Source: an optimization exercise on an open RTL-to-GDS flow (aim: small area and a short achievable clock period). Production flows keep margins and buffers that such runs may drop.
No run shown here included a check of the RTL's function; only the layout flow was run.
Power and IR drop assume default switching activity.

==> flow/design.v (outline; a module is shown in full before it is edited, if it fits) <==
// module logical: 100 lines
// module arithmetic: 151 lines
// module multiplier: 903 lines
// module ALU: 49 lines
module ALU(
input clk,
input [15:0] a, b,
input [3*8:0] op,
output [31:0] out
    );
  // ...
==> flow/flow/run.sh <==
#!/bin/bash
# Layout flow: the standard ORFS flow, with
#  - the generated multiplier, adder and result-select modules mapped gate for gate onto
#    cells (flow/map_cells.py) before synthesis, so Yosys keeps their structure as written;
#  - small port buffers, a small clock tree without dummy loads, and an optional
#    timing-repair slack target.
set -euo pipefail
MARGIN=$(cat flow/margin.txt 2>/dev/null || echo 0)
BUF=$(cat flow/portbuf.txt 2>/dev/null || echo sky130_fd_sc_hd__buf_2)
CTS=$(cat flow/cts_args.txt 2>/dev/null || echo "-sink_clustering_enable -repair_clock_nets")
python3 flow/map_cells.py design.v design_mapped.v > map_cells.log 2>&1
bash standard.sh "VERILOG_FILES=$PWD/design_mapped.v" "BUFFER_PORTS_ARGS=-buffer_cell $BUF" \
  "SETUP_SLACK_MARGIN=$MARGIN" "CTS_ARGS=$CTS" finish > standard.log 2>&1
==> flow/flow/cts_args.txt <==
-buf_list sky130_fd_sc_hd__clkbuf_4 -root_buf sky130_fd_sc_hd__clkbuf_8 -sink_clustering_enable -sink_clustering_size 8 -sink_clustering_max_diameter 60 -dont_use_dummy_load -repair_clock_nets
==> flow/flow/map_cells.py <==
#!/usr/bin/env python3
"""Maps the generated modules of design.v (multiplier, arithmetic, logical) gate for gate onto sky130
cells before synthesis. In those modules each gate is one assign driving a net named KIND_N
(KIND_N_s / KIND_N_c for the sum and carry of an adder); KIND names the cell. Other lines are
kept; the multiplier's product register becomes dfxtp cells named as Yosys names them.
usage: map_cells.py design.v out.v"""
import re, sys

CELL = {
    'inv': ('inv_1', ['A'], ['Y']),
    'nand2': ('nand2_1', ['A', 'B'], ['Y']),
    'nor2': ('nor2_1', ['A', 'B'], ['Y']),
    'fa': ('fa_1', ['A', 'B', 'CIN'], ['SUM', 'COUT']),
    'ha': ('ha_1', ['A', 'B'], ['SUM', 'COUT']),
    'xor2': ('xor2_1', ['A', 'B'], ['X']),
    'xnor2': ('xnor2_1', ['A', 'B'], ['Y']),
    'a21oi': ('a21oi_1', ['A1', 'A2', 'B1'], ['Y']),
    'o21ai': ('o21ai_1', ['A1', 'A2', 'B1'], ['Y']),
    'a222oi': ('a222oi_1', ['A1', 'A2', 'B1', 'B2', 'C1', 'C2'], ['Y']),
    'a22oi': ('a22oi_1', ['A1', 'A2', 'B1', 'B2'], ['Y']),
    'nand3': ('nand3_1', ['A', 'B', 'C'], ['Y']),
    'and2': ('and2_1', ['A', 'B'], ['X']),
    'and2b': ('and2b_1', ['A_N', 'B'], ['X']),
    'nor2b': ('nor2b_1', ['A', 'B_N'], ['Y']),
    'nor3': ('nor3_1', ['A', 'B', 'C'], ['Y']),
    'nor4': ('nor4_1', ['A', 'B', 'C', 'D'], ['Y']),
    'nand4': ('nand4_1', ['A', 'B', 'C', 'D'], ['Y']),
    'a21o': ('a21o_1', ['A1', 'A2', 'B1'], ['X']),
}
# drive strength by fanout inside the module: (fanout at least, cell)
SIZES = {
    'inv': [(4, 'inv_2'), (8, 'inv_4')],
    'nand2': [(4, 'nand2_2')],
    'nor2': [(4, 'nor2_2'), (8, 'nor2_4')],
    'a21oi': [(4, 'a21oi_2'), (8, 'a21oi_4')],
    'o21ai': [(5, 'o21ai_2'), (9, 'o21ai_4')],
    'nor3': [(4, 'nor3_2'), (8, 'nor3_4')],
    'and2': [(4, 'and2_2'), (8, 'and2_4')],
}
IDENT = r'[A-Za-z_][A-Za-z0-9_]*(?:\s*\[\s*\d+\s*\])?'
GATE = re.compile(r'\s*assign\s+((' + '|'.join(CELL) + r')(?:X(\d+))?_(\d+)(?:_([sc]))?)\s*=\s*([^;]*);\s*$')


def map_module(mod):
    gates = {}
    out = []
    for line in mod.split('\n'):
        m = GATE.match(line)
        if not m:
            out.append(line)
            continue
        lhs, kind, size, idx, part, rhs = m.groups()
        ins = []
        for t in re.findall(IDENT, rhs):
            t = re.sub(r'\s+', '', t)
            if t not in ins:
                ins.append(t)
        e = gates.get(idx)
        if e is None:
            e = gates[idx] = {'kind': kind, 'size': size, 'ins': None, 'outs': {}, 'pos': len(out)}
            out.append(None)
        if part in (None, 's'):
            e['ins'] = ins
        e['outs'][part] = lhs
    fanout = {}
    for e in gates.values():
        for s in e['ins']:
            fanout[s] = fanout.get(s, 0) + 1
    for line in out:
        if line is not None and not line.lstrip().startswith('sky130'):
            for t in re.findall(IDENT, line):
                fanout[t] = fanout.get(t, 0) + 1
    for idx, e in gates.items():
        cell, ip, op = CELL[e['kind']]
        outs0 = list(e['outs'].values())
        fo = max(fanout.get(o, 0) for o in outs0)
        for lim, big in SIZES.get(e['kind'], []):
            if fo >= lim:
                cell = big
        if e['size']:
            cell = cell.rsplit('_', 1)[0] + '_' + e['size']
        assert len(e['ins']) == len(ip), (idx, e)
        outs = [e['outs'][None]] if None in e['outs'] else [e['outs']['s'], e['outs']['c']]
        pins = [f'.{p}({s})' for p, s in zip(ip, e['ins'])] + \
               [f'.{p}({s})' for p, s in zip(op, outs)]
        out[e['pos']] = f'sky130_fd_sc_hd__{cell} g{idx} (' + ', '.join(pins) + ');'
    text = '\n'.join(out)
    m = re.search(r'always\s*@\s*\(\s*posedge\s+clk\s*\)\s*C\s*<=\s*prod\s*;', text)
    if m:
        regs = '\n'.join(f'sky130_fd_sc_hd__dfxtp_1 \\C[{c}]$_DFF_P_  (.CLK(clk), .D(prod[{c}]), .Q(C[{c}]));'
                         for c in range(32))
        text = text[:m.start()] + regs + text[m.end():]
        text = re.sub(r'output\s+reg\s+\[31:0\]\s*C', 'output [31:0] C', text)
    return text, len(gates)


src = open(sys.argv[1]).read()
total = 0
for name in ('multiplier', 'arithmetic', 'logical'):
    m = re.search(r'module\s+' + name + r'\s*\(.*?\bendmodule\b', src, re.S)
    if m:
        text, n = map_module(m.group(0))
        src = src[:m.start()] + text + src[m.end():]
        total += n
open(sys.argv[2], 'w').write(src)
print(f'mapped {total} gates', file=sys.stderr)
==> flow/standard.sh <==
#!/bin/bash
# synth_recipe.tcl (not shown) runs the flow's synth.tcl, then flattens the netlist and writes it again
# the make line also repeats each setting of config.mk as NAME=value (left out here)
make -C /OpenROAD-flow-scripts/flow DESIGN_CONFIG=/design/flow/config.mk WORK_HOME=/design/flow/orfs CLKGATE_MAP_FILE= SYNTH_SCRIPT=/design/flow/synth_recipe.tcl "${@:-finish}"
==> flow/config.mk <==
export PLATFORM = sky130hd
export DESIGN_NAME = ALU
export DESIGN_NICKNAME = ALU
export VERILOG_FILES = /design/flow/design.v
export SDC_FILE = /design/flow/constraint.sdc
export NUM_CORES = 4
export LEC_CHECK = 0
export CAP_MARGIN = 20
export CORE_MARGIN = 2
export CORE_UTILIZATION = 40
export SLEW_MARGIN = 20
==> flow/constraint.sdc <==
create_clock -name core_clock -period 28.0 [get_ports {clk}]
set_input_delay 5.6000 -clock core_clock [delete_from_list [all_inputs] [get_ports {clk}]]
set_output_delay 5.6000 -clock core_clock [all_outputs]
set_load 0.01 [all_outputs]
==> flow_summary.ini, run 1 <==
[floorplanning]
core_area_um2 = 22600
dieWidth_um = 156

[global_route]
gr-usage-met2_pct = 39.3
grt_pass1_vias = 8093

[place]
dp_hpwl_mm = 21.1
dp_cells = 1355

[timing]
rsz0062_at_grt = no
setup_violations = 0

[clock_tree]
cts_root_buffer = clkbuf_8
post_cts_resized = 0

[setup_path]
worstSetupStartpoint = a[1]
critPathRequiredTime_ps = 22400
critPathArrivalTime_ps = 8400
crit_chain = buf_2 > xor2_1 > xor2_1 > nand2_1 > o21ai_2 > a21oi_4 > o21ai_1 > a21oi_4 > nor2_1 > a21o_1 > buf_2
crit_family = compound AO/OA/AOI/OAI gates

[cells_and_area]
antenna_cells = 1
nets = 1357
finalInstanceArea_um2 = 9970

[synthesis]
synth_cell_types = 51
synth-adder-area-share_pct = 47.1
synth_mux_area_share_pct = 0
synth_area_leaders = fa_1 (45%), nor2_1 (12%), dfxtp_1 (7.0%)

[hold_path]
holdPathEnd = M.C[0]

[detailed_routing]
routed-wl-met3_mm = 2.54
drcViolationCount = 0

[power]
p_comb_uw = 58.4

[outcome]
status = timing/DRC/antenna clean
==> module logical, before the edit <==
module logical(input [15:0] a, p, g, s, input [16:0] m, input k_g, k_p, k_a, inv, as, add, left, rol, right, asr, ror, mul, cmp, ne, input [1:0] lt, output [16:0] x);
wire inv_20001, inv_20002, inv_20003, inv_20004, inv_20005, inv_20006, inv_20007, a222oi_20008, xnor2_20009, a22oi_20010, a222oi_20011, nand3_20012, a222oi_20013, xnor2_20014, a22oi_20015, a222oi_20016;
wire nand3_20017, a222oi_20018, xnor2_20019, a22oi_20020, a222oi_20021, nand3_20022, a222oi_20023, xnor2_20024, a22oi_20025, a222oi_20026, nand3_20027, a222oi_20028, xnor2_20029, a22oi_20030, a222oi_20031, nand3_20032;
wire a222oi_20033, xnor2_20034, a22oi_20035, a222oi_20036, nand3_20037, a222oi_20038, xnor2_20039, a22oi_20040, a222oi_20041, nand3_20042, a222oi_20043, xnor2_20044, a22oi_20045, a222oi_20046, nand3_20047, a222oi_20048;
wire xnor2_20049, a22oi_20050, a222oi_20051, nand3_20052, a222oi_20053, xnor2_20054, a22oi_20055, a222oi_20056, nand3_20057, a222oi_20058, xnor2_20059, a22oi_20060, a222oi_20061, nand3_20062, a222oi_20063, xnor2_20064;
wire a22oi_20065, a222oi_20066, nand3_20067, a222oi_20068, xnor2_20069, a22oi_20070, a222oi_20071, nand3_20072, a222oi_20073, xnor2_20074, a22oi_20075, a222oi_20076, nand3_20077, a222oi_20078, xnor2_20079, a22oi_20080;
wire a222oi_20081, nand3_20082, a222oi_20083, xnor2_20084, a22oi_20085, a222oi_20086, nand2_20087, nand4_20088, inv_20089, nor2_20090, a21o_20091;
assign inv_20001 = ~k_g;
assign inv_20002 = ~inv_20001;
assign inv_20003 = ~k_p;
assign inv_20004 = ~inv_20003;
assign inv_20005 = ~k_a;
assign inv_20006 = ~inv_20005;
assign inv_20007 = ~inv;
assign a222oi_20008 = ~((inv_20002 & g[0]) | (inv_20004 & p[0]) | (inv_20006 & a[0]));
assign xnor2_20009 = ~(a222oi_20008 ^ inv_20007);
assign a22oi_20010 = ~((as & s[0]) | (cmp & ne));
assign a222oi_20011 = ~((rol & a[15]) | (right & a[1]) | (mul & m[0]));
assign nand3_20012 = ~(a22oi_20010 & a222oi_20011 & xnor2_20009);
assign a222oi_20013 = ~((inv_20002 & g[1]) | (inv_20004 & p[1]) | (inv_20006 & a[1]));
assign xnor2_20014 = ~(a222oi_20013 ^ inv_20007);
assign a22oi_20015 = ~((as & s[1]) | (cmp & lt[0]));
assign a222oi_20016 = ~((left & a[0]) | (right & a[2]) | (mul & m[1]));
assign nand3_20017 = ~(a22oi_20015 & a222oi_20016 & xnor2_20014);
assign a222oi_20018 = ~((inv_20002 & g[2]) | (inv_20004 & p[2]) | (inv_20006 & a[2]));
assign xnor2_20019 = ~(a222oi_20018 ^ inv_20007);
assign a22oi_20020 = ~((as & s[2]) | (cmp & lt[0]));
assign a222oi_20021 = ~((left & a[1]) | (right & a[3]) | (mul & m[2]));
assign nand3_20022 = ~(a22oi_20020 & a222oi_20021 & xnor2_20019);
assign a222oi_20023 = ~((inv_20002 & g[3]) | (inv_20004 & p[3]) | (inv_20006 & a[3]));
assign xnor2_20024 = ~(a222oi_20023 ^ inv_20007);
assign a22oi_20025 = ~((as & s[3]) | (cmp & lt[0]));
assign a222oi_20026 = ~((left & a[2]) | (right & a[4]) | (mul & m[3]));
assign nand3_20027 = ~(a22oi_20025 & a222oi_20026 & xnor2_20024);
assign a222oi_20028 = ~((inv_20002 & g[4]) | (inv_20004 & p[4]) | (inv_20006 & a[4]));
assign xnor2_20029 = ~(a222oi_20028 ^ inv_20007);
assign a22oi_20030 = ~((as & s[4]) | (cmp & lt[0]));
assign a222oi_20031 = ~((left & a[3]) | (right & a[5]) | (mul & m[4]));
assign nand3_20032 = ~(a22oi_20030 & a222oi_20031 & xnor2_20029);
assign a222oi_20033 = ~((inv_20002 & g[5]) | (inv_20004 & p[5]) | (inv_20006 & a[5]));
assign xnor2_20034 = ~(a222oi_20033 ^ inv_20007);
assign a22oi_20035 = ~((as & s[5]) | (cmp & lt[0]));
assign a222oi_20036 = ~((left & a[4]) | (right & a[6]) | (mul & m[5]));
assign nand3_20037 = ~(a22oi_20035 & a222oi_20036 & xnor2_20034);
assign a222oi_20038 = ~((inv_20002 & g[6]) | (inv_20004 & p[6]) | (inv_20006 & a[6]));
assign xnor2_20039 = ~(a222oi_20038 ^ inv_20007);
assign a22oi_20040 = ~((as & s[6]) | (cmp & lt[0]));
assign a222oi_20041 = ~((left & a[5]) | (right & a[7]) | (mul & m[6]));
assign nand3_20042 = ~(a22oi_20040 & a222oi_20041 & xnor2_20039);
assign a222oi_20043 = ~((inv_20002 & g[7]) | (inv_20004 & p[7]) | (inv_20006 & a[7]));
assign xnor2_20044 = ~(a222oi_20043 ^ inv_20007);
assign a22oi_20045 = ~((as & s[7]) | (cmp & lt[0]));
assign a222oi_20046 = ~((left & a[6]) | (right & a[8]) | (mul & m[7]));
assign nand3_20047 = ~(a22oi_20045 & a222oi_20046 & xnor2_20044);
assign a222oi_20048 = ~((inv_20002 & g[8]) | (inv_20004 & p[8]) | (inv_20006 & a[8]));
assign xnor2_20049 = ~(a222oi_20048 ^ inv_20007);
assign a22oi_20050 = ~((as & s[8]) | (cmp & lt[1]));
assign a222oi_20051 = ~((left & a[7]) | (right & a[9]) | (mul & m[8]));
assign nand3_20052 = ~(a22oi_20050 & a222oi_20051 & xnor2_20049);
assign a222oi_20053 = ~((inv_20002 & g[9]) | (inv_20004 & p[9]) | (inv_20006 & a[9]));
assign xnor2_20054 = ~(a222oi_20053 ^ inv_20007);
assign a22oi_20055 = ~((as & s[9]) | (cmp & lt[1]));
assign a222oi_20056 = ~((left & a[8]) | (right & a[10]) | (mul & m[9]));
assign nand3_20057 = ~(a22oi_20055 & a222oi_20056 & xnor2_20054);
assign a222oi_20058 = ~((inv_20002 & g[10]) | (inv_20004 & p[10]) | (inv_20006 & a[10]));
assign xnor2_20059 = ~(a222oi_20058 ^ inv_20007);
assign a22oi_20060 = ~((as & s[10]) | (cmp & lt[1]));
assign a222oi_20061 = ~((left & a[9]) | (right & a[11]) | (mul & m[10]));
assign nand3_20062 = ~(a22oi_20060 & a222oi_20061 & xnor2_20059);
assign a222oi_20063 = ~((inv_20002 & g[11]) | (inv_20004 & p[11]) | (inv_20006 & a[11]));
assign xnor2_20064 = ~(a222oi_20063 ^ inv_20007);
assign a22oi_20065 = ~((as & s[11]) | (cmp & lt[1]));
assign a222oi_20066 = ~((left & a[10]) | (right & a[12]) | (mul & m[11]));
assign nand3_20067 = ~(a22oi_20065 & a222oi_20066 & xnor2_20064);
assign a222oi_20068 = ~((inv_20002 & g[12]) | (inv_20004 & p[12]) | (inv_20006 & a[12]));
assign xnor2_20069 = ~(a222oi_20068 ^ inv_20007);
assign a22oi_20070 = ~((as & s[12]) | (cmp & lt[1]));
assign a222oi_20071 = ~((left & a[11]) | (right & a[13]) | (mul & m[12]));
assign nand3_20072 = ~(a22oi_20070 & a222oi_20071 & xnor2_20069);
assign a222oi_20073 = ~((inv_20002 & g[13]) | (inv_20004 & p[13]) | (inv_20006 & a[13]));
assign xnor2_20074 = ~(a222oi_20073 ^ inv_20007);
assign a22oi_20075 = ~((as & s[13]) | (cmp & lt[1]));
assign a222oi_20076 = ~((left & a[12]) | (right & a[14]) | (mul & m[13]));
assign nand3_20077 = ~(a22oi_20075 & a222oi_20076 & xnor2_20074);
assign a222oi_20078 = ~((inv_20002 & g[14]) | (inv_20004 & p[14]) | (inv_20006 & a[14]));
assign xnor2_20079 = ~(a222oi_20078 ^ inv_20007);
assign a22oi_20080 = ~((as & s[14]) | (cmp & lt[1]));
assign a222oi_20081 = ~((left & a[13]) | (right & a[15]) | (mul & m[14]));
assign nand3_20082 = ~(a22oi_20080 & a222oi_20081 & xnor2_20079);
assign a222oi_20083 = ~((inv_20002 & g[15]) | (inv_20004 & p[15]) | (inv_20006 & a[15]));
assign xnor2_20084 = ~(a222oi_20083 ^ inv_20007);
assign a22oi_20085 = ~((as & s[15]) | (cmp & lt[1]));
assign a222oi_20086 = ~((left & a[14]) | (asr & a[15]) | (mul & m[15]));
assign nand2_20087 = ~(ror & a[0]);
assign nand4_20088 = ~(a22oi_20085 & a222oi_20086 & nand2_20087 & xnor2_20084);
assign inv_20089 = ~add;
assign nor2_20090 = ~(inv_20089 | lt[0]);
assign a21o_20091 = (mul & m[16]) | nor2_20090;
assign x = {a21o_20091, nand4_20088, nand3_20082, nand3_20077, nand3_20072, nand3_20067, nand3_20062, nand3_20057, nand3_20052, nand3_20047, nand3_20042, nand3_20037, nand3_20032, nand3_20027, nand3_20022, nand3_20017, nand3_20012};
endmodule
==> run 2: changes to the inputs <==
--- a/flow/design.v
+++ b/flow/design.v
@@ -1,100 +1,93 @@
 module logical(input [15:0] a, p, g, s, input [16:0] m, input k_g, k_p, k_a, inv, as, add, left, rol, right, asr, ror, mul, cmp, ne, input [1:0] lt, output [16:0] x);
-wire inv_20001, inv_20002, inv_20003, inv_20004, inv_20005, inv_20006, inv_20007, a222oi_20008, xnor2_20009, a22oi_20010, a222oi_20011, nand3_20012, a222oi_20013, xnor2_20014, a22oi_20015, a222oi_20016;
-wire nand3_20017, a222oi_20018, xnor2_20019, a22oi_20020, a222oi_20021, nand3_20022, a222oi_20023, xnor2_20024, a22oi_20025, a222oi_20026, nand3_20027, a222oi_20028, xnor2_20029, a22oi_20030, a222oi_20031, nand3_20032;
-wire a222oi_20033, xnor2_20034, a22oi_20035, a222oi_20036, nand3_20037, a222oi_20038, xnor2_20039, a22oi_20040, a222oi_20041, nand3_20042, a222oi_20043, xnor2_20044, a22oi_20045, a222oi_20046, nand3_20047, a222oi_20048;
-wire xnor2_20049, a22oi_20050, a222oi_20051, nand3_20052, a222oi_20053, xnor2_20054, a22oi_20055, a222oi_20056, nand3_20057, a222oi_20058, xnor2_20059, a22oi_20060, a222oi_20061, nand3_20062, a222oi_20063, xnor2_20064;
-wire a22oi_20065, a222oi_20066, nand3_20067, a222oi_20068, xnor2_20069, a22oi_20070, a222oi_20071, nand3_20072, a222oi_20073, xnor2_20074, a22oi_20075, a222oi_20076, nand3_20077, a222oi_20078, xnor2_20079, a22oi_20080;
-wire a222oi_20081, nand3_20082, a222oi_20083, xnor2_20084, a22oi_20085, a222oi_20086, nand2_20087, nand4_20088, inv_20089, nor2_20090, a21o_20091;
-assign inv_20001 = ~k_g;
-assign inv_20002 = ~inv_20001;
-assign inv_20003 = ~k_p;
-assign inv_20004 = ~inv_20003;
-assign inv_20005 = ~k_a;
-assign inv_20006 = ~inv_20005;
-assign inv_20007 = ~inv;
-assign a222oi_20008 = ~((inv_20002 & g[0]) | (inv_20004 & p[0]) | (inv_20006 & a[0]));
-assign xnor2_20009 = ~(a222oi_20008 ^ inv_20007);
-assign a22oi_20010 = ~((as & s[0]) | (cmp & ne));
-assign a222oi_20011 = ~((rol & a[15]) | (right & a[1]) | (mul & m[0]));
-assign nand3_20012 = ~(a22oi_20010 & a222oi_20011 & xnor2_20009);
-assign a222oi_20013 = ~((inv_20002 & g[1]) | (inv_20004 & p[1]) | (inv_20006 & a[1]));
-assign xnor2_20014 = ~(a222oi_20013 ^ inv_20007);
-assign a22oi_20015 = ~((as & s[1]) | (cmp & lt[0]));
-assign a222oi_20016 = ~((left & a[0]) | (right & a[2]) | (mul & m[1]));
-assign nand3_20017 = ~(a22oi_20015 & a222oi_20016 & xnor2_20014);
-assign a222oi_20018 = ~((inv_20002 & g[2]) | (inv_20004 & p[2]) | (inv_20006 & a[2]));
-assign xnor2_20019 = ~(a222oi_20018 ^ inv_20007);
-assign a22oi_20020 = ~((as & s[2]) | (cmp & lt[0]));
-assign a222oi_20021 = ~((left & a[1]) | (right & a[3]) | (mul & m[2]));
-assign nand3_20022 = ~(a22oi_20020 & a222oi_20021 & xnor2_20019);
-assign a222oi_20023 = ~((inv_20002 & g[3]) | (inv_20004 & p[3]) | (inv_20006 & a[3]));
-assign xnor2_20024 = ~(a222oi_20023 ^ inv_20007);
-assign a22oi_20025 = ~((as & s[3]) | (cmp & lt[0]));
-assign a222oi_20026 = ~((left & a[2]) | (right & a[4]) | (mul & m[3]));
-assign nand3_20027 = ~(a22oi_20025 & a222oi_20026 & xnor2_20024);
-assign a222oi_20028 = ~((inv_20002 & g[4]) | (inv_20004 & p[4]) | (inv_20006 & a[4]));
-assign xnor2_20029 = ~(a222oi_20028 ^ inv_20007);
-assign a22oi_20030 = ~((as & s[4]) | (cmp & lt[0]));
-assign a222oi_20031 = ~((left & a[3]) | (right & a[5]) | (mul & m[4]));
-assign nand3_20032 = ~(a22oi_20030 & a222oi_20031 & xnor2_20029);
-assign a222oi_20033 = ~((inv_20002 & g[5]) | (inv_20004 & p[5]) | (inv_20006 & a[5]));
-assign xnor2_20034 = ~(a222oi_20033 ^ inv_20007);
-assign a22oi_20035 = ~((as & s[5]) | (cmp & lt[0]));
-assign a222oi_20036 = ~((left & a[4]) | (right & a[6]) | (mul & m[5]));
-assign nand3_20037 = ~(a22oi_20035 & a222oi_20036 & xnor2_20034);
-assign a222oi_20038 = ~((inv_20002 & g[6]) | (inv_20004 & p[6]) | (inv_20006 & a[6]));
-assign xnor2_20039 = ~(a222oi_20038 ^ inv_20007);
-assign a22oi_20040 = ~((as & s[6]) | (cmp & lt[0]));
-assign a222oi_20041 = ~((left & a[5]) | (right & a[7]) | (mul & m[6]));
-assign nand3_20042 = ~(a22oi_20040 & a222oi_20041 & xnor2_20039);
-assign a222oi_20043 = ~((inv_20002 & g[7]) | (inv_20004 & p[7]) | (inv_20006 & a[7]));
-assign xnor2_20044 = ~(a222oi_20043 ^ inv_20007);
-assign a22oi_20045 = ~((as & s[7]) | (cmp & lt[0]));
-assign a222oi_20046 = ~((left & a[6]) | (right & a[8]) | (mul & m[7]));
-assign nand3_20047 = ~(a22oi_20045 & a222oi_20046 & xnor2_20044);
-assign a222oi_20048 = ~((inv_20002 & g[8]) | (inv_20004 & p[8]) | (inv_20006 & a[8]));
-assign xnor2_20049 = ~(a222oi_20048 ^ inv_20007);
-assign a22oi_20050 = ~((as & s[8]) | (cmp & lt[1]));
-assign a222oi_20051 = ~((left & a[7]) | (right & a[9]) | (mul & m[8]));
-assign nand3_20052 = ~(a22oi_20050 & a222oi_20051 & xnor2_20049);
-assign a222oi_20053 = ~((inv_20002 & g[9]) | (inv_20004 & p[9]) | (inv_20006 & a[9]));
-assign xnor2_20054 = ~(a222oi_20053 ^ inv_20007);
-assign a22oi_20055 = ~((as & s[9]) | (cmp & lt[1]));
-assign a222oi_20056 = ~((left & a[8]) | (right & a[10]) | (mul & m[9]));
-assign nand3_20057 = ~(a22oi_20055 & a222oi_20056 & xnor2_20054);
-assign a222oi_20058 = ~((inv_20002 & g[10]) | (inv_20004 & p[10]) | (inv_20006 & a[10]));
-assign xnor2_20059 = ~(a222oi_20058 ^ inv_20007);
-assign a22oi_20060 = ~((as & s[10]) | (cmp & lt[1]));
-assign a222oi_20061 = ~((left & a[9]) | (right & a[11]) | (mul & m[10]));
-assign nand3_20062 = ~(a22oi_20060 & a222oi_20061 & xnor2_20059);
-assign a222oi_20063 = ~((inv_20002 & g[11]) | (inv_20004 & p[11]) | (inv_20006 & a[11]));
-assign xnor2_20064 = ~(a222oi_20063 ^ inv_20007);
-assign a22oi_20065 = ~((as & s[11]) | (cmp & lt[1]));
-assign a222oi_20066 = ~((left & a[10]) | (right & a[12]) | (mul & m[11]));
-assign nand3_20067 = ~(a22oi_20065 & a222oi_20066 & xnor2_20064);
-assign a222oi_20068 = ~((inv_20002 & g[12]) | (inv_20004 & p[12]) | (inv_20006 & a[12]));
-assign xnor2_20069 = ~(a222oi_20068 ^ inv_20007);
-assign a22oi_20070 = ~((as & s[12]) | (cmp & lt[1]));
-assign a222oi_20071 = ~((left & a[11]) | (right & a[13]) | (mul & m[12]));
-assign nand3_20072 = ~(a22oi_20070 & a222oi_20071 & xnor2_20069);
-assign a222oi_20073 = ~((inv_20002 & g[13]) | (inv_20004 & p[13]) | (inv_20006 & a[13]));
-assign xnor2_20074 = ~(a222oi_20073 ^ inv_20007);
-assign a22oi_20075 = ~((as & s[13]) | (cmp & lt[1]));
-assign a222oi_20076 = ~((left & a[12]) | (right & a[14]) | (mul & m[13]));
-assign nand3_20077 = ~(a22oi_20075 & a222oi_20076 & xnor2_20074);
-assign a222oi_20078 = ~((inv_20002 & g[14]) | (inv_20004 & p[14]) | (inv_20006 & a[14]));
-assign xnor2_20079 = ~(a222oi_20078 ^ inv_20007);
-assign a22oi_20080 = ~((as & s[14]) | (cmp & lt[1]));
-assign a222oi_20081 = ~((left & a[13]) | (right & a[15]) | (mul & m[14]));
-assign nand3_20082 = ~(a22oi_20080 & a222oi_20081 & xnor2_20079);
-assign a222oi_20083 = ~((inv_20002 & g[15]) | (inv_20004 & p[15]) | (inv_20006 & a[15]));
-assign xnor2_20084 = ~(a222oi_20083 ^ inv_20007);
-assign a22oi_20085 = ~((as & s[15]) | (cmp & lt[1]));
-assign a222oi_20086 = ~((left & a[14]) | (asr & a[15]) | (mul & m[15]));
-assign nand2_20087 = ~(ror & a[0]);
-assign nand4_20088 = ~(a22oi_20085 & a222oi_20086 & nand2_20087 & xnor2_20084);
-assign inv_20089 = ~add;
-assign nor2_20090 = ~(inv_20089 | lt[0]);
-assign a21o_20091 = (mul & m[16]) | nor2_20090;
-assign x = {a21o_20091, nand4_20088, nand3_20082, nand3_20077, nand3_20072, nand3_20067, nand3_20062, nand3_20057, nand3_20052, nand3_20047, nand3_20042, nand3_20037, nand3_20032, nand3_20027, nand3_20022, nand3_20017, nand3_20012};
+wire a222oi_20001, xor2_20002, a22oi_20003, a222oi_20004, nand3_20005, a222oi_20006, xor2_20007, a22oi_20008, a222oi_20009, nand3_20010, a222oi_20011, xor2_20012, a22oi_20013, a222oi_20014, nand3_20015, a222oi_20016;
+wire xor2_20017, a22oi_20018, a222oi_20019, nand3_20020, a222oi_20021, xor2_20022, a22oi_20023, a222oi_20024, nand3_20025, a222oi_20026, xor2_20027, a22oi_20028, a222oi_20029, nand3_20030, a222oi_20031, xor2_20032;
+wire a22oi_20033, a222oi_20034, nand3_20035, a222oi_20036, xor2_20037, a22oi_20038, a222oi_20039, nand3_20040, a222oi_20041, xor2_20042, a22oi_20043, a222oi_20044, nand3_20045, a222oi_20046, xor2_20047, a22oi_20048;
+wire a222oi_20049, nand3_20050, a222oi_20051, xor2_20052, a22oi_20053, a222oi_20054, nand3_20055, a222oi_20056, xor2_20057, a22oi_20058, a222oi_20059, nand3_20060, a222oi_20061, xor2_20062, a22oi_20063, a222oi_20064;
+wire nand3_20065, a222oi_20066, xor2_20067, a22oi_20068, a222oi_20069, nand3_20070, a222oi_20071, xor2_20072, a22oi_20073, a222oi_20074, nand3_20075, a222oi_20076, xor2_20077, a22oi_20078, a222oi_20079, nand2_20080;
+wire nand4_20081, inv_20082, nor2_20083, a21o_20084;
+assign a222oi_20001 = ~((k_g & g[0]) | (k_p & p[0]) | (k_a & a[0]));
+assign xor2_20002 = a222oi_20001 ^ inv;
+assign a22oi_20003 = ~((as & s[0]) | (cmp & ne));
+assign a222oi_20004 = ~((rol & a[15]) | (right & a[1]) | (mul & m[0]));
+assign nand3_20005 = ~(a22oi_20003 & a222oi_20004 & xor2_20002);
+assign a222oi_20006 = ~((k_g & g[1]) | (k_p & p[1]) | (k_a & a[1]));
+assign xor2_20007 = a222oi_20006 ^ inv;
+assign a22oi_20008 = ~((as & s[1]) | (cmp & lt[0]));
+assign a222oi_20009 = ~((left & a[0]) | (right & a[2]) | (mul & m[1]));
+assign nand3_20010 = ~(a22oi_20008 & a222oi_20009 & xor2_20007);
+assign a222oi_20011 = ~((k_g & g[2]) | (k_p & p[2]) | (k_a & a[2]));
+assign xor2_20012 = a222oi_20011 ^ inv;
+assign a22oi_20013 = ~((as & s[2]) | (cmp & lt[0]));
+assign a222oi_20014 = ~((left & a[1]) | (right & a[3]) | (mul & m[2]));
+assign nand3_20015 = ~(a22oi_20013 & a222oi_20014 & xor2_20012);
+assign a222oi_20016 = ~((k_g & g[3]) | (k_p & p[3]) | (k_a & a[3]));
+assign xor2_20017 = a222oi_20016 ^ inv;
+assign a22oi_20018 = ~((as & s[3]) | (cmp & lt[0]));
+assign a222oi_20019 = ~((left & a[2]) | (right & a[4]) | (mul & m[3]));
+assign nand3_20020 = ~(a22oi_20018 & a222oi_20019 & xor2_20017);
+assign a222oi_20021 = ~((k_g & g[4]) | (k_p & p[4]) | (k_a & a[4]));
+assign xor2_20022 = a222oi_20021 ^ inv;
+assign a22oi_20023 = ~((as & s[4]) | (cmp & lt[0]));
+assign a222oi_20024 = ~((left & a[3]) | (right & a[5]) | (mul & m[4]));
+assign nand3_20025 = ~(a22oi_20023 & a222oi_20024 & xor2_20022);
+assign a222oi_20026 = ~((k_g & g[5]) | (k_p & p[5]) | (k_a & a[5]));
+assign xor2_20027 = a222oi_20026 ^ inv;
+assign a22oi_20028 = ~((as & s[5]) | (cmp & lt[0]));
+assign a222oi_20029 = ~((left & a[4]) | (right & a[6]) | (mul & m[5]));
+assign nand3_20030 = ~(a22oi_20028 & a222oi_20029 & xor2_20027);
+assign a222oi_20031 = ~((k_g & g[6]) | (k_p & p[6]) | (k_a & a[6]));
+assign xor2_20032 = a222oi_20031 ^ inv;
+assign a22oi_20033 = ~((as & s[6]) | (cmp & lt[0]));
+assign a222oi_20034 = ~((left & a[5]) | (right & a[7]) | (mul & m[6]));
+assign nand3_20035 = ~(a22oi_20033 & a222oi_20034 & xor2_20032);
+assign a222oi_20036 = ~((k_g & g[7]) | (k_p & p[7]) | (k_a & a[7]));
+assign xor2_20037 = a222oi_20036 ^ inv;
+assign a22oi_20038 = ~((as & s[7]) | (cmp & lt[0]));
+assign a222oi_20039 = ~((left & a[6]) | (right & a[8]) | (mul & m[7]));
+assign nand3_20040 = ~(a22oi_20038 & a222oi_20039 & xor2_20037);
+assign a222oi_20041 = ~((k_g & g[8]) | (k_p & p[8]) | (k_a & a[8]));
+assign xor2_20042 = a222oi_20041 ^ inv;
+assign a22oi_20043 = ~((as & s[8]) | (cmp & lt[1]));
+assign a222oi_20044 = ~((left & a[7]) | (right & a[9]) | (mul & m[8]));
+assign nand3_20045 = ~(a22oi_20043 & a222oi_20044 & xor2_20042);
+assign a222oi_20046 = ~((k_g & g[9]) | (k_p & p[9]) | (k_a & a[9]));
+assign xor2_20047 = a222oi_20046 ^ inv;
+assign a22oi_20048 = ~((as & s[9]) | (cmp & lt[1]));
+assign a222oi_20049 = ~((left & a[8]) | (right & a[10]) | (mul & m[9]));
+assign nand3_20050 = ~(a22oi_20048 & a222oi_20049 & xor2_20047);
+assign a222oi_20051 = ~((k_g & g[10]) | (k_p & p[10]) | (k_a & a[10]));
+assign xor2_20052 = a222oi_20051 ^ inv;
+assign a22oi_20053 = ~((as & s[10]) | (cmp & lt[1]));
+assign a222oi_20054 = ~((left & a[9]) | (right & a[11]) | (mul & m[10]));
+assign nand3_20055 = ~(a22oi_20053 & a222oi_20054 & xor2_20052);
+assign a222oi_20056 = ~((k_g & g[11]) | (k_p & p[11]) | (k_a & a[11]));
+assign xor2_20057 = a222oi_20056 ^ inv;
+assign a22oi_20058 = ~((as & s[11]) | (cmp & lt[1]));
+assign a222oi_20059 = ~((left & a[10]) | (right & a[12]) | (mul & m[11]));
+assign nand3_20060 = ~(a22oi_20058 & a222oi_20059 & xor2_20057);
+assign a222oi_20061 = ~((k_g & g[12]) | (k_p & p[12]) | (k_a & a[12]));
+assign xor2_20062 = a222oi_20061 ^ inv;
+assign a22oi_20063 = ~((as & s[12]) | (cmp & lt[1]));
+assign a222oi_20064 = ~((left & a[11]) | (right & a[13]) | (mul & m[12]));
+assign nand3_20065 = ~(a22oi_20063 & a222oi_20064 & xor2_20062);
+assign a222oi_20066 = ~((k_g & g[13]) | (k_p & p[13]) | (k_a & a[13]));
+assign xor2_20067 = a222oi_20066 ^ inv;
+assign a22oi_20068 = ~((as & s[13]) | (cmp & lt[1]));
+assign a222oi_20069 = ~((left & a[12]) | (right & a[14]) | (mul & m[13]));
+assign nand3_20070 = ~(a22oi_20068 & a222oi_20069 & xor2_20067);
+assign a222oi_20071 = ~((k_g & g[14]) | (k_p & p[14]) | (k_a & a[14]));
+assign xor2_20072 = a222oi_20071 ^ inv;
+assign a22oi_20073 = ~((as & s[14]) | (cmp & lt[1]));
+assign a222oi_20074 = ~((left & a[13]) | (right & a[15]) | (mul & m[14]));
+assign nand3_20075 = ~(a22oi_20073 & a222oi_20074 & xor2_20072);
+assign a222oi_20076 = ~((k_g & g[15]) | (k_p & p[15]) | (k_a & a[15]));
+assign xor2_20077 = a222oi_20076 ^ inv;
+assign a22oi_20078 = ~((as & s[15]) | (cmp & lt[1]));
+assign a222oi_20079 = ~((left & a[14]) | (asr & a[15]) | (mul & m[15]));
+assign nand2_20080 = ~(ror & a[0]);
+assign nand4_20081 = ~(a22oi_20078 & a222oi_20079 & nand2_20080 & xor2_20077);
+assign inv_20082 = ~add;
+assign nor2_20083 = ~(inv_20082 | lt[0]);
+assign a21o_20084 = (mul & m[16]) | nor2_20083;
+assign x = {a21o_20084, nand4_20081, nand3_20075, nand3_20070, nand3_20065, nand3_20060, nand3_20055, nand3_20050, nand3_20045, nand3_20040, nand3_20035, nand3_20030, nand3_20025, nand3_20020, nand3_20015, nand3_20010, nand3_20005};
 endmodule
@@ -104,3 +97,3 @@
 wire xor2_10033, nor2_10034, xor2_10035, xor2_10036, nor2_10037, xor2_10038, xor2_10039, nor2_10040, xor2_10041, xor2_10042, nor2_10043, xor2_10044, xor2_10045, nor2_10046, xor2_10047, xor2_10048;
-wire nor2_10049, xor2_10050, xor2_10051, nor2_10052, a21oi_10053, a21oi_10054, nand2_10055, a21oi_10056, nand2_10057, a21oi_10058, nand2_10059, a21oi_10060, nand2_10061, a21oi_10062, nand2_10063, a21oi_10064;
+wire nor2_10049, xor2_10050, xor2_10051, nor2X2_10052, a21oi_10053, a21oi_10054, nand2_10055, a21oi_10056, nand2_10057, a21oi_10058, nand2_10059, a21oi_10060, nand2_10061, a21oi_10062, nand2_10063, a21oi_10064;
 wire nand2_10065, a21oi_10066, nand2_10067, inv_10068, a21oi_10069, o21ai_10070, inv_10071, a21oi_10072, inv_10073, nand2_10074, o21ai_10075, nor2_10076, inv_10077, a21oi_10078, inv_10079, nand2_10080;
@@ -108,3 +101,3 @@
 wire inv_10097, o21ai_10098, inv_10099, nand2_10100, inv_10101, o21ai_10102, inv_10103, nand2_10104, a21oi_10105, nand2_10106, inv_10107, a21oi_10108, o21ai_10109, o21ai_10110, inv_10111, a21oi_10112;
-wire o21ai_10113, inv_10114, o21ai_10115, inv_10116, o21ai_10117, o21ai_10118, xor2_10120, xnor2_10121, xnor2_10122, xor2_10123, xnor2_10124, xor2_10125, xor2_10126, xnor2_10127, xnor2_10128, xor2_10129;
+wire o21ai_10113, inv_10114, o21ai_10115, inv_10116, o21ai_10117, o21aiX2_10118, xor2_10120, xnor2_10121, xnor2_10122, xor2_10123, xnor2_10124, xor2_10125, xor2_10126, xnor2_10127, xnor2_10128, xor2_10129;
 wire xor2_10130, xnor2_10131, xor2_10132, xor2_10133, xor2_10134, xor2_10135, a21oiX4_10136, a21oiX4_10137;
@@ -161,3 +154,3 @@
 assign xor2_10051 = xor2_10050 ^ invX2_10004;
-assign nor2_10052 = ~(nA[15] | xor2_10051);
+assign nor2X2_10052 = ~(nA[15] | xor2_10051);
 assign a21oi_10053 = ~((xor2_10006 & invX2_10001) | nor2_10007);
@@ -227,3 +220,3 @@
 assign o21ai_10117 = ~((nand2_10104 | a21oi_10094) & inv_10116);
-assign o21ai_10118 = ~((nand2_10106 | a21oi_10094) & a21oi_10105);
+assign o21aiX2_10118 = ~((nand2_10106 | a21oi_10094) & a21oi_10105);
 assign xor2_10120 = xor2_10006 ^ invX2_10001;
@@ -243,8 +236,8 @@
 assign xor2_10134 = xor2_10048 ^ o21ai_10117;
-assign xor2_10135 = xor2_10051 ^ o21ai_10118;
-assign a21oiX4_10136 = ~((xor2_10051 & o21ai_10118) | nor2_10052);
-assign a21oiX4_10137 = ~((xor2_10051 & o21ai_10118) | nor2_10052);
+assign xor2_10135 = xor2_10051 ^ o21aiX2_10118;
+assign a21oiX4_10136 = ~((xor2_10051 & o21aiX2_10118) | nor2X2_10052);
+assign a21oiX4_10137 = ~((xor2_10051 & o21aiX2_10118) | nor2X2_10052);
 assign S = {xor2_10135, xor2_10134, xor2_10133, xor2_10132, xnor2_10131, xor2_10130, xor2_10129, xnor2_10128, xnor2_10127, xor2_10126, xor2_10125, xnor2_10124, xor2_10123, xnor2_10122, xnor2_10121, xor2_10120};
 assign p = {xor2_10050, xor2_10047, xor2_10044, xor2_10041, xor2_10038, xor2_10035, xor2_10032, xor2_10029, xor2_10026, xor2_10023, xor2_10020, xor2_10017, xor2_10014, xor2_10011, xor2_10008, xor2_10005};
-assign g = {nor2_10052, nor2_10049, nor2_10046, nor2_10043, nor2_10040, nor2_10037, nor2_10034, nor2_10031, nor2_10028, nor2_10025, nor2_10022, nor2_10019, nor2_10016, nor2_10013, nor2_10010, nor2_10007};
+assign g = {nor2X2_10052, nor2_10049, nor2_10046, nor2_10043, nor2_10040, nor2_10037, nor2_10034, nor2_10031, nor2_10028, nor2_10025, nor2_10022, nor2_10019, nor2_10016, nor2_10013, nor2_10010, nor2_10007};
 assign lt = {a21oiX4_10137, a21oiX4_10136};
@@ -298,9 +291,10 @@
 wire fa_510_s, fa_510_c, fa_511_s, fa_511_c, fa_512_s, fa_512_c, fa_513_s, fa_513_c, fa_514_s, fa_514_c, fa_515_s, fa_515_c, fa_516_s, fa_516_c, fa_517_s, fa_517_c;
-wire fa_518_s, fa_518_c, fa_519_s, fa_519_c, fa_520_s, fa_520_c, nand2_521, xnor2_522, nand2_523, xnor2_524, nand2_525, xnor2_526, nand2_527, xnor2_528, nand2_529, xnor2_530;
-wire nand2_531, xnor2_532, nand2_533, xnor2_534, nand2_535, xnor2_536, nand2_537, xnor2_538, nand2_539, xnor2_540, nand2_541, xnor2_542, nand2_543, xnor2_544, nand2_545, xnor2_546;
-wire nand2_547, xnor2_548, nand2_549, xnor2_550, nand2_551, xnor2_552, nand2_553, xnor2_554, nand2_555, xnor2_556, inv_557, o21ai_558, o21ai_559, nor2_560, o21ai_561, nor2_562;
-wire o21ai_563, nor2_564, o21ai_565, nor2_566, o21ai_567, nor2_568, o21ai_569, nor2_570, o21ai_571, nor2_572, o21ai_573, nor2_574, a21oi_575, a21oi_576, nand2_577, a21oi_578;
-wire nand2_579, a21oi_580, nand2_581, o21ai_582, o21ai_583, nor2_584, a21oi_585, inv_586, o21ai_587, inv_588, a21oi_589, a21oi_590, a21oi_591, inv_592, a21oi_593, inv_594;
-wire o21ai_595, o21ai_596, o21ai_597, inv_598, o21ai_599, o21ai_600, inv_601, o21ai_602, o21ai_603, o21ai_604, o21ai_605, xnor2_606, xnor2_607, xnor2_608, xor2_609, xnor2_610;
-wire xor2_611, xnor2_612, xnor2_613, xnor2_614, xor2_615, xnor2_616, xnor2_617, xnor2_618, xor2_619, xnor2_620, xor2_621, xnor2_622, xor2_623;
+wire fa_518_s, fa_518_c, nand2_519, xnor2_520, nand2_521, xnor2_522, nand2_523, xnor2_524, nand2_525, xnor2_526, nand2_527, xnor2_528, nand2_529, xnor2_530, nand2_531, xnor2_532;
+wire nand2_533, xnor2_534, nand2_535, xnor2_536, nand2_537, xnor2_538, nand2_539, xnor2_540, nand2_541, xnor2_542, nand2_543, xnor2_544, nand2_545, xnor2_546, nand2_547, xnor2_548;
+wire nand2_549, xnor2_550, nand2_551, xnor2_552, nand2_553, xnor2_554, nand2_555, xnor2_556, nand2_557, xnor2_558, inv_559, o21ai_560, o21ai_561, nor2_562, o21ai_563, nor2_564;
+wire o21ai_565, nor2_566, o21ai_567, nor2_568, o21ai_569, nor2_570, o21ai_571, nor2_572, o21ai_573, nor2_574, o21ai_575, nor2_576, o21ai_577, nor2_578, a21oi_579, a21oi_580;
+wire nand2_581, a21oi_582, nand2_583, a21oi_584, nand2_585, a21oi_586, nand2_587, o21ai_588, o21ai_589, nor2_590, a21oi_591, inv_592, o21ai_593, o21ai_594, inv_595, a21oi_596;
+wire a21oi_597, a21oi_598, inv_599, a21oi_600, inv_601, o21ai_602, o21ai_603, o21ai_604, inv_605, o21ai_606, o21ai_607, inv_608, o21ai_609, o21ai_610, o21ai_611, o21ai_612;
+wire inv_613, o21ai_614, xnor2_615, xnor2_616, xnor2_617, xor2_618, xnor2_619, xor2_620, xnor2_621, xnor2_622, xnor2_623, xor2_624, xnor2_625, xnor2_626, xnor2_627, xor2_628;
+wire xnor2_629, xor2_630, xnor2_631, xor2_632, xnor2_633, xnor2_634;
 assign nor4_1 = ~(op[0] | op[2] | op[4] | op[6]);
@@ -1043,110 +1037,119 @@
 assign fa_518_c = (ha_334_c & ha_343_s) | (ha_334_c & fa_517_c) | (ha_343_s & fa_517_c);
-assign fa_519_s = fa_352_s ^ ha_353_s ^ fa_518_c;
-assign fa_519_c = (fa_352_s & ha_353_s) | (fa_352_s & fa_518_c) | (ha_353_s & fa_518_c);
-assign fa_520_s = ha_353_c ^ ha_364_s ^ fa_519_c;
-assign fa_520_c = (ha_353_c & ha_364_s) | (ha_353_c & fa_519_c) | (ha_364_s & fa_519_c);
-assign nand2_521 = ~(ha_364_c & ha_376_s);
-assign xnor2_522 = ~(ha_364_c ^ ha_376_s);
-assign nand2_523 = ~(ha_376_c & ha_389_s);
-assign xnor2_524 = ~(ha_376_c ^ ha_389_s);
-assign nand2_525 = ~(ha_389_c & ha_403_s);
-assign xnor2_526 = ~(ha_389_c ^ ha_403_s);
-assign nand2_527 = ~(fa_416_s & ha_417_s);
-assign xnor2_528 = ~(fa_416_s ^ ha_417_s);
-assign nand2_529 = ~(ha_417_c & fa_430_s);
-assign xnor2_530 = ~(ha_417_c ^ fa_430_s);
-assign nand2_531 = ~(fa_430_c & fa_442_s);
-assign xnor2_532 = ~(fa_430_c ^ fa_442_s);
-assign nand2_533 = ~(fa_442_c & fa_453_s);
-assign xnor2_534 = ~(fa_442_c ^ fa_453_s);
-assign nand2_535 = ~(fa_453_c & fa_463_s);
-assign xnor2_536 = ~(fa_453_c ^ fa_463_s);
-assign nand2_537 = ~(fa_463_c & fa_472_s);
-assign xnor2_538 = ~(fa_463_c ^ fa_472_s);
-assign nand2_539 = ~(fa_472_c & fa_480_s);
-assign xnor2_540 = ~(fa_472_c ^ fa_480_s);
-assign nand2_541 = ~(fa_480_c & fa_487_s);
-assign xnor2_542 = ~(fa_480_c ^ fa_487_s);
-assign nand2_543 = ~(fa_487_c & fa_493_s);
-assign xnor2_544 = ~(fa_487_c ^ fa_493_s);
-assign nand2_545 = ~(fa_493_c & fa_498_s);
-assign xnor2_546 = ~(fa_493_c ^ fa_498_s);
-assign nand2_547 = ~(fa_498_c & fa_502_s);
-assign xnor2_548 = ~(fa_498_c ^ fa_502_s);
-assign nand2_549 = ~(fa_502_c & fa_505_s);
-assign xnor2_550 = ~(fa_502_c ^ fa_505_s);
-assign nand2_551 = ~(fa_505_c & fa_507_s);
-assign xnor2_552 = ~(fa_505_c ^ fa_507_s);
-assign nand2_553 = ~(fa_507_c & fa_508_s);
-assign xnor2_554 = ~(fa_507_c ^ fa_508_s);
-assign nand2_555 = ~(nor2_298 & fa_508_c);
-assign xnor2_556 = ~(nor2_298 ^ fa_508_c);
-assign inv_557 = ~fa_520_c;
-assign o21ai_558 = ~((xnor2_522 | inv_557) & nand2_521);
-assign o21ai_559 = ~((xnor2_526 | nand2_523) & nand2_525);
-assign nor2_560 = ~(xnor2_526 | xnor2_524);
-assign o21ai_561 = ~((xnor2_530 | nand2_527) & nand2_529);
-assign nor2_562 = ~(xnor2_530 | xnor2_528);
-assign o21ai_563 = ~((xnor2_534 | nand2_531) & nand2_533);
-assign nor2_564 = ~(xnor2_534 | xnor2_532);
-assign o21ai_565 = ~((xnor2_538 | nand2_535) & nand2_537);
-assign nor2_566 = ~(xnor2_538 | xnor2_536);
-assign o21ai_567 = ~((xnor2_542 | nand2_539) & nand2_541);
-assign nor2_568 = ~(xnor2_542 | xnor2_540);
-assign o21ai_569 = ~((xnor2_546 | nand2_543) & nand2_545);
-assign nor2_570 = ~(xnor2_546 | xnor2_544);
-assign o21ai_571 = ~((xnor2_550 | nand2_547) & nand2_549);
-assign nor2_572 = ~(xnor2_550 | xnor2_548);
-assign o21ai_573 = ~((xnor2_554 | nand2_551) & nand2_553);
-assign nor2_574 = ~(xnor2_554 | xnor2_552);
-assign a21oi_575 = ~((nor2_560 & o21ai_558) | o21ai_559);
-assign a21oi_576 = ~((nor2_564 & o21ai_561) | o21ai_563);
-assign nand2_577 = ~(nor2_564 & nor2_562);
-assign a21oi_578 = ~((nor2_568 & o21ai_565) | o21ai_567);
-assign nand2_579 = ~(nor2_568 & nor2_566);
-assign a21oi_580 = ~((nor2_572 & o21ai_569) | o21ai_571);
-assign nand2_581 = ~(nor2_572 & nor2_570);
-assign o21ai_582 = ~((nand2_577 | a21oi_575) & a21oi_576);
-assign o21ai_583 = ~((nand2_581 | a21oi_578) & a21oi_580);
-assign nor2_584 = ~(nand2_581 | nand2_579);
-assign a21oi_585 = ~((nor2_584 & o21ai_582) | o21ai_583);
-assign inv_586 = ~o21ai_582;
-assign o21ai_587 = ~((nand2_579 | inv_586) & a21oi_578);
-assign inv_588 = ~a21oi_575;
-assign a21oi_589 = ~((nor2_562 & inv_588) | o21ai_561);
-assign a21oi_590 = ~((nor2_566 & o21ai_582) | o21ai_565);
-assign a21oi_591 = ~((nor2_570 & o21ai_587) | o21ai_569);
-assign inv_592 = ~a21oi_585;
-assign a21oi_593 = ~((nor2_574 & inv_592) | o21ai_573);
-assign inv_594 = ~o21ai_558;
-assign o21ai_595 = ~((xnor2_524 | inv_594) & nand2_523);
-assign o21ai_596 = ~((xnor2_528 | a21oi_575) & nand2_527);
-assign o21ai_597 = ~((xnor2_532 | a21oi_589) & nand2_531);
-assign inv_598 = ~o21ai_582;
-assign o21ai_599 = ~((xnor2_536 | inv_598) & nand2_535);
-assign o21ai_600 = ~((xnor2_540 | a21oi_590) & nand2_539);
-assign inv_601 = ~o21ai_587;
-assign o21ai_602 = ~((xnor2_544 | inv_601) & nand2_543);
-assign o21ai_603 = ~((xnor2_548 | a21oi_591) & nand2_547);
-assign o21ai_604 = ~((xnor2_552 | a21oi_585) & nand2_551);
-assign o21ai_605 = ~((xnor2_556 | a21oi_593) & nand2_555);
-assign xnor2_606 = ~(xnor2_522 ^ fa_520_c);
-assign xnor2_607 = ~(xnor2_524 ^ o21ai_558);
-assign xnor2_608 = ~(xnor2_526 ^ o21ai_595);
-assign xor2_609 = xnor2_528 ^ a21oi_575;
-assign xnor2_610 = ~(xnor2_530 ^ o21ai_596);
-assign xor2_611 = xnor2_532 ^ a21oi_589;
-assign xnor2_612 = ~(xnor2_534 ^ o21ai_597);
-assign xnor2_613 = ~(xnor2_536 ^ o21ai_582);
-assign xnor2_614 = ~(xnor2_538 ^ o21ai_599);
-assign xor2_615 = xnor2_540 ^ a21oi_590;
-assign xnor2_616 = ~(xnor2_542 ^ o21ai_600);
-assign xnor2_617 = ~(xnor2_544 ^ o21ai_587);
-assign xnor2_618 = ~(xnor2_546 ^ o21ai_602);
-assign xor2_619 = xnor2_548 ^ a21oi_591;
-assign xnor2_620 = ~(xnor2_550 ^ o21ai_603);
-assign xor2_621 = xnor2_552 ^ a21oi_585;
-assign xnor2_622 = ~(xnor2_554 ^ o21ai_604);
-assign xor2_623 = xnor2_556 ^ a21oi_593;
-wire [31:0] prod = {o21ai_605, xor2_623, xnor2_622, xor2_621, xnor2_620, xor2_619, xnor2_618, xnor2_617, xnor2_616, xor2_615, xnor2_614, xnor2_613, xnor2_612, xor2_611, xnor2_610, xor2_609, xnor2_608, xnor2_607, xnor2_606, fa_520_s, fa_519_s, fa_518_s, fa_517_s, fa_516_s, fa_515_s, fa_514_s, fa_513_s, fa_512_s, fa_511_s, fa_510_s, ha_509_s, nor2_43};
+assign nand2_519 = ~(fa_352_s & ha_353_s);
+assign xnor2_520 = ~(fa_352_s ^ ha_353_s);
+assign nand2_521 = ~(ha_353_c & ha_364_s);
+assign xnor2_522 = ~(ha_353_c ^ ha_364_s);
+assign nand2_523 = ~(ha_364_c & ha_376_s);
+assign xnor2_524 = ~(ha_364_c ^ ha_376_s);
+assign nand2_525 = ~(ha_376_c & ha_389_s);
+assign xnor2_526 = ~(ha_376_c ^ ha_389_s);
+assign nand2_527 = ~(ha_389_c & ha_403_s);
+assign xnor2_528 = ~(ha_389_c ^ ha_403_s);
+assign nand2_529 = ~(fa_416_s & ha_417_s);
+assign xnor2_530 = ~(fa_416_s ^ ha_417_s);
+assign nand2_531 = ~(ha_417_c & fa_430_s);
+assign xnor2_532 = ~(ha_417_c ^ fa_430_s);
+assign nand2_533 = ~(fa_430_c & fa_442_s);
+assign xnor2_534 = ~(fa_430_c ^ fa_442_s);
+assign nand2_535 = ~(fa_442_c & fa_453_s);
+assign xnor2_536 = ~(fa_442_c ^ fa_453_s);
+assign nand2_537 = ~(fa_453_c & fa_463_s);
+assign xnor2_538 = ~(fa_453_c ^ fa_463_s);
+assign nand2_539 = ~(fa_463_c & fa_472_s);
+assign xnor2_540 = ~(fa_463_c ^ fa_472_s);
+assign nand2_541 = ~(fa_472_c & fa_480_s);
+assign xnor2_542 = ~(fa_472_c ^ fa_480_s);
+assign nand2_543 = ~(fa_480_c & fa_487_s);
+assign xnor2_544 = ~(fa_480_c ^ fa_487_s);
+assign nand2_545 = ~(fa_487_c & fa_493_s);
+assign xnor2_546 = ~(fa_487_c ^ fa_493_s);
+assign nand2_547 = ~(fa_493_c & fa_498_s);
+assign xnor2_548 = ~(fa_493_c ^ fa_498_s);
+assign nand2_549 = ~(fa_498_c & fa_502_s);
+assign xnor2_550 = ~(fa_498_c ^ fa_502_s);
+assign nand2_551 = ~(fa_502_c & fa_505_s);
+assign xnor2_552 = ~(fa_502_c ^ fa_505_s);
+assign nand2_553 = ~(fa_505_c & fa_507_s);
+assign xnor2_554 = ~(fa_505_c ^ fa_507_s);
+assign nand2_555 = ~(fa_507_c & fa_508_s);
+assign xnor2_556 = ~(fa_507_c ^ fa_508_s);
+assign nand2_557 = ~(nor2_298 & fa_508_c);
+assign xnor2_558 = ~(nor2_298 ^ fa_508_c);
+assign inv_559 = ~fa_518_c;
+assign o21ai_560 = ~((xnor2_520 | inv_559) & nand2_519);
+assign o21ai_561 = ~((xnor2_524 | nand2_521) & nand2_523);
+assign nor2_562 = ~(xnor2_524 | xnor2_522);
+assign o21ai_563 = ~((xnor2_528 | nand2_525) & nand2_527);
+assign nor2_564 = ~(xnor2_528 | xnor2_526);
+assign o21ai_565 = ~((xnor2_532 | nand2_529) & nand2_531);
+assign nor2_566 = ~(xnor2_532 | xnor2_530);
+assign o21ai_567 = ~((xnor2_536 | nand2_533) & nand2_535);
+assign nor2_568 = ~(xnor2_536 | xnor2_534);
+assign o21ai_569 = ~((xnor2_540 | nand2_537) & nand2_539);
+assign nor2_570 = ~(xnor2_540 | xnor2_538);
+assign o21ai_571 = ~((xnor2_544 | nand2_541) & nand2_543);
+assign nor2_572 = ~(xnor2_544 | xnor2_542);
+assign o21ai_573 = ~((xnor2_548 | nand2_545) & nand2_547);
+assign nor2_574 = ~(xnor2_548 | xnor2_546);
+assign o21ai_575 = ~((xnor2_552 | nand2_549) & nand2_551);
+assign nor2_576 = ~(xnor2_552 | xnor2_550);
+assign o21ai_577 = ~((xnor2_556 | nand2_553) & nand2_555);
+assign nor2_578 = ~(xnor2_556 | xnor2_554);
+assign a21oi_579 = ~((nor2_562 & o21ai_560) | o21ai_561);
+assign a21oi_580 = ~((nor2_566 & o21ai_563) | o21ai_565);
+assign nand2_581 = ~(nor2_566 & nor2_564);
+assign a21oi_582 = ~((nor2_570 & o21ai_567) | o21ai_569);
+assign nand2_583 = ~(nor2_570 & nor2_568);
+assign a21oi_584 = ~((nor2_574 & o21ai_571) | o21ai_573);
+assign nand2_585 = ~(nor2_574 & nor2_572);
+assign a21oi_586 = ~((nor2_578 & o21ai_575) | o21ai_577);
+assign nand2_587 = ~(nor2_578 & nor2_576);
+assign o21ai_588 = ~((nand2_581 | a21oi_579) & a21oi_580);
+assign o21ai_589 = ~((nand2_585 | a21oi_582) & a21oi_584);
+assign nor2_590 = ~(nand2_585 | nand2_583);
+assign a21oi_591 = ~((nor2_590 & o21ai_588) | o21ai_589);
+assign inv_592 = ~o21ai_588;
+assign o21ai_593 = ~((nand2_583 | inv_592) & a21oi_582);
+assign o21ai_594 = ~((nand2_587 | a21oi_591) & a21oi_586);
+assign inv_595 = ~a21oi_579;
+assign a21oi_596 = ~((nor2_564 & inv_595) | o21ai_563);
+assign a21oi_597 = ~((nor2_568 & o21ai_588) | o21ai_567);
+assign a21oi_598 = ~((nor2_572 & o21ai_593) | o21ai_571);
+assign inv_599 = ~a21oi_591;
+assign a21oi_600 = ~((nor2_576 & inv_599) | o21ai_575);
+assign inv_601 = ~o21ai_560;
+assign o21ai_602 = ~((xnor2_522 | inv_601) & nand2_521);
+assign o21ai_603 = ~((xnor2_526 | a21oi_579) & nand2_525);
+assign o21ai_604 = ~((xnor2_530 | a21oi_596) & nand2_529);
+assign inv_605 = ~o21ai_588;
+assign o21ai_606 = ~((xnor2_534 | inv_605) & nand2_533);
+assign o21ai_607 = ~((xnor2_538 | a21oi_597) & nand2_537);
+assign inv_608 = ~o21ai_593;
+assign o21ai_609 = ~((xnor2_542 | inv_608) & nand2_541);
+assign o21ai_610 = ~((xnor2_546 | a21oi_598) & nand2_545);
+assign o21ai_611 = ~((xnor2_550 | a21oi_591) & nand2_549);
+assign o21ai_612 = ~((xnor2_554 | a21oi_600) & nand2_553);
+assign inv_613 = ~o21ai_594;
+assign o21ai_614 = ~((xnor2_558 | inv_613) & nand2_557);
+assign xnor2_615 = ~(xnor2_520 ^ fa_518_c);
+assign xnor2_616 = ~(xnor2_522 ^ o21ai_560);
+assign xnor2_617 = ~(xnor2_524 ^ o21ai_602);
+assign xor2_618 = xnor2_526 ^ a21oi_579;
+assign xnor2_619 = ~(xnor2_528 ^ o21ai_603);
+assign xor2_620 = xnor2_530 ^ a21oi_596;
+assign xnor2_621 = ~(xnor2_532 ^ o21ai_604);
+assign xnor2_622 = ~(xnor2_534 ^ o21ai_588);
+assign xnor2_623 = ~(xnor2_536 ^ o21ai_606);
+assign xor2_624 = xnor2_538 ^ a21oi_597;
+assign xnor2_625 = ~(xnor2_540 ^ o21ai_607);
+assign xnor2_626 = ~(xnor2_542 ^ o21ai_593);
+assign xnor2_627 = ~(xnor2_544 ^ o21ai_609);
+assign xor2_628 = xnor2_546 ^ a21oi_598;
+assign xnor2_629 = ~(xnor2_548 ^ o21ai_610);
+assign xor2_630 = xnor2_550 ^ a21oi_591;
+assign xnor2_631 = ~(xnor2_552 ^ o21ai_611);
+assign xor2_632 = xnor2_554 ^ a21oi_600;
+assign xnor2_633 = ~(xnor2_556 ^ o21ai_612);
+assign xnor2_634 = ~(xnor2_558 ^ o21ai_594);
+wire [31:0] prod = {o21ai_614, xnor2_634, xnor2_633, xor2_632, xnor2_631, xor2_630, xnor2_629, xor2_628, xnor2_627, xnor2_626, xnor2_625, xor2_624, xnor2_623, xnor2_622, xnor2_621, xor2_620, xnor2_619, xor2_618, xnor2_617, xnor2_616, xnor2_615, fa_518_s, fa_517_s, fa_516_s, fa_515_s, fa_514_s, fa_513_s, fa_512_s, fa_511_s, fa_510_s, ha_509_s, nor2_43};
 always @(posedge clk) C <= prod;
==> run 2 against run 1 <==
  * Clock-buffer cell count is the same
  * Power grew 0.19%
  * Largest cell class unchanged
  * Cell count is the same
  * Flip-flop and latch count is the same
  * Critical path depth shrank 2
  * Worst setup slack lost 350 ps
  * Area after synthesis is essentially flat
  * Synthesized cell count grew 0.40%
  * Critical endpoint is now out[15]
  * Non-clock buffer count shrank 3
==> flow_summary.ini, run 2 <==
[outcome]
status = timing/DRC/antenna clean

[synthesis]
synth_flop_cell = dfxtp_1
synth_edf_count = 0
syn_inst = 999
synth_commonest_cells = nor2_1 (287), fa_1 (204), xor2_1 (66), nand2_1 (42), xnor2_1 (40)
yosysTopAreaCell = fa_1
syn-num-nets = 1277
synth_area_leaders = fa_1 (44%), nor2_1 (12%), dfxtp_1 (7.0%)
seq_area_frac_synth_pct = 6.97
synth_top_area_share_pct = 44.5
ys_ff_latch = 32
async_flop_share_pct = 0
yosysWarnings = 0
synth_cell_types = 51
syn_area_um2 = 9190
avgSynthCellArea_um2 = 9.19
yosys.cell_count.top_type = nor2_1

[clock_tree]
h-tree-depth = 2
ctsHoldBuffers = 0
clock-sinks = 32
cts_buffer_depth = 2
cts_root_buffer = clkbuf_8
post_cts_buffers = 0
numCtsBuffers = 5
post_cts_resized = 0
cts_tree = done
path_clk_slew_ps = 70

[cells_and_area]
finalInstanceArea_um2 = 9980
antenna_cells = 0
syn_to_final_growth_pct = 8.69
largest_register_ffs = 32
top_regs = M.C x32
layout_common_cells = nor2_1 (285), fa_1 (204), buf_2 (89), xor2_1 (66), nand2_1 (42)
final_core_util_pct = 44.2
n_fill_cell = 2253
regMostFlops = M.C
stdcell_count = 1361
drive_gt1_share_pct = 15.8
nets = 1356
mostFrequentLayoutCell = nor2_1

[place]
gp_congestion = 0.920
io_buffers = 89
dp_hpwl_mm = 21.5
placed_area_um2 = 9900
dp_cells = 1356

[power]
peakVddDrop_mv = 0.0137
switching_power_uw = 63.7
power.total_uw = 142
intPower_uw = 78.5
swShare_pct = 44.8
powerDensity_nw_per_um2 = 14.2
pwr-share-clk_pct = 26.7
power_frac_seq_pct = 32.0
power_frac_comb_pct = 41.3
leakagePower_nw = 5.03

[timing]
layout_min_cycle_time_ps = 14340
worstMarginPinSlew_ps = 1030
tns_ps = 0
slew_violations = 0
rsz0062_at_grt = no
period_share_pct = 51.2
setup_violations = 0
fmax_mhz = 69.7
hold_viol_final = 0
slew_headroom_pct = 30.5

[detailed_routing]
viasPerCell = 5.87
wl_per_cell_um = 20.8
vias = 7989
drtPass1Iterations = 7
routed_wl_mm = 28.3
ant_nets = 0
drcViolationCount = 0
first_iter_violations = 901

[setup_path]
endpoint_kind = primary output
crit_type = in2out
path_max_fanout = 16
crit_path_start_kind = input port
critPathArrivalTime_ps = 8740
worstSetupStartpoint = op[24]
critPathRequiredTime_ps = 22400

[global_route]
antenna_found_initial = 0
grt_pass1_vias = 8410
grt_overflow = 0
grt_pass1_wl_mm = 45.6
gr-usage-all-layers_pct = 24.2
grt_max_degree = 20

[hold_path]
whs_path_depth = 3
hold_start = a[0]
hold_path.class = in2reg

[floorplanning]
initial_utilization_pct = 40.7
dieWidth_um = 156
core_area_um2 = 22600
die_h_um = 156
dieArea_um2 = 24200
rows = 55
ios = 90

[run]
cap_violations = 0
-- run 2: cell count changes after synthesis --
cell,delta
xnor2_1,-12
nand2_1,+3
inv_1,-2
o21ai_2,+1
fa_1,-2
o21ai_1,+2
nor2_1,+1
inv_4,-4
a21oi_1,+1
xor2_1,+16
-- run 2: cell families (layout without fill, tap and decap cells) --
kind of cell	after synthesis	after routing	share of synthesized area (%)
simple gates	450	450	22.4
compound gates	124	124	10.0
flops	32	32	6.97
buf+inv	67	144	3.88
xor+xnor	106	106	10.1
fa+ha+maj	220	220	46.6
-- run 2: cell type report --
| class | count | area, um^2 | area share [%] |
|---|---|---|---|
| clock buffers | 5 | 68.8 | 0.689 |
| flip-flops and latches | 32 | 641 | 6.42 |
| multi-input cells | 900 | 8230 | 82.5 |
| repair buffers | 92 | 468 | 4.69 |
| well taps | 285 | 357 | 3.57 |
| inverters | 47 | 216 | 2.17 |
-- run 2: path summary, 6_finish.rpt --
| kind | end | slack [ps] |
|---|---|---|
| worst max-delay path | out[15] | 13660 |
| worst min-delay path | M.C[0] | 5730 |
-- run 2: metrics by stage --
stage               hold slack [ps]  setup slack [ps]
finish                         5730             13660
global route                   5780             13600
CTS                            5740             13710
detailed placement             6070             13730
global placement               6060             13470
floorplan                      5770             13840
-- run 2: power groups by stage --
stage	combinational, mW	sequential (mW)	clock, mW
after detailed placement	0.0571	0.0465	0
after floorplan	0.0370	0.0465	0
final	0.0588	0.0455	0.0380
after global routing	0.0634	0.0455	0.0399
after global placement	0.0574	0.0465	0
after CTS	0.0575	0.0455	0.0392
-- run 2: worst max-delay path: stages --
cell      delay, ps
buf_2           110
or3_4           400
or4b_4          560
or4_4           540
a211oi_4        780
a222oi_1        200
xor2_1          230
nand4_1         130
buf_2           170
-- run 2: per-layer routing --
metal	up-vias	GRT usage, %	share of wire (%)
li1	3483	-	-
met4	0	8.08	3.1
met3	64	4.25	8.9
met2	411	38.9	47
met1	4031	33.3	41
met5	-	0	0

==> separate check: timing with driven ports <==
How much do the figures lean on ideal ports? The routed layouts below were timed once more, with nothing changed but the port constraints.
Step 1: set_driving_cell puts a clkbuf_16 on clk and a buf_2 on each other input, an assumption about the parent block.
Step 2 also shifts input and output timing later by t, the mid clock arrival at the registers, as if the neighbouring blocks saw the same clock.
Three values: ideal ports, drivers, drivers and shift; two values: the first two.
| run | shift t [ns] | slack for setup (ns) | worst hold slack (ns) |
|---|---|---|---|
| run 1 | 0.358 | 14.004 / 13.973 / 13.973 | 5.757 / 5.738 / 6.097 |
| run 2 | 0.349 | 13.655 / 13.632 / 13.632 | 5.725 / 5.715 / 6.064 |
After both steps setup and hold are still met in every run listed. The setup slack of run 1, which loses most, moves by -0.031 ns with the drivers and by -0.031 ns with both steps.
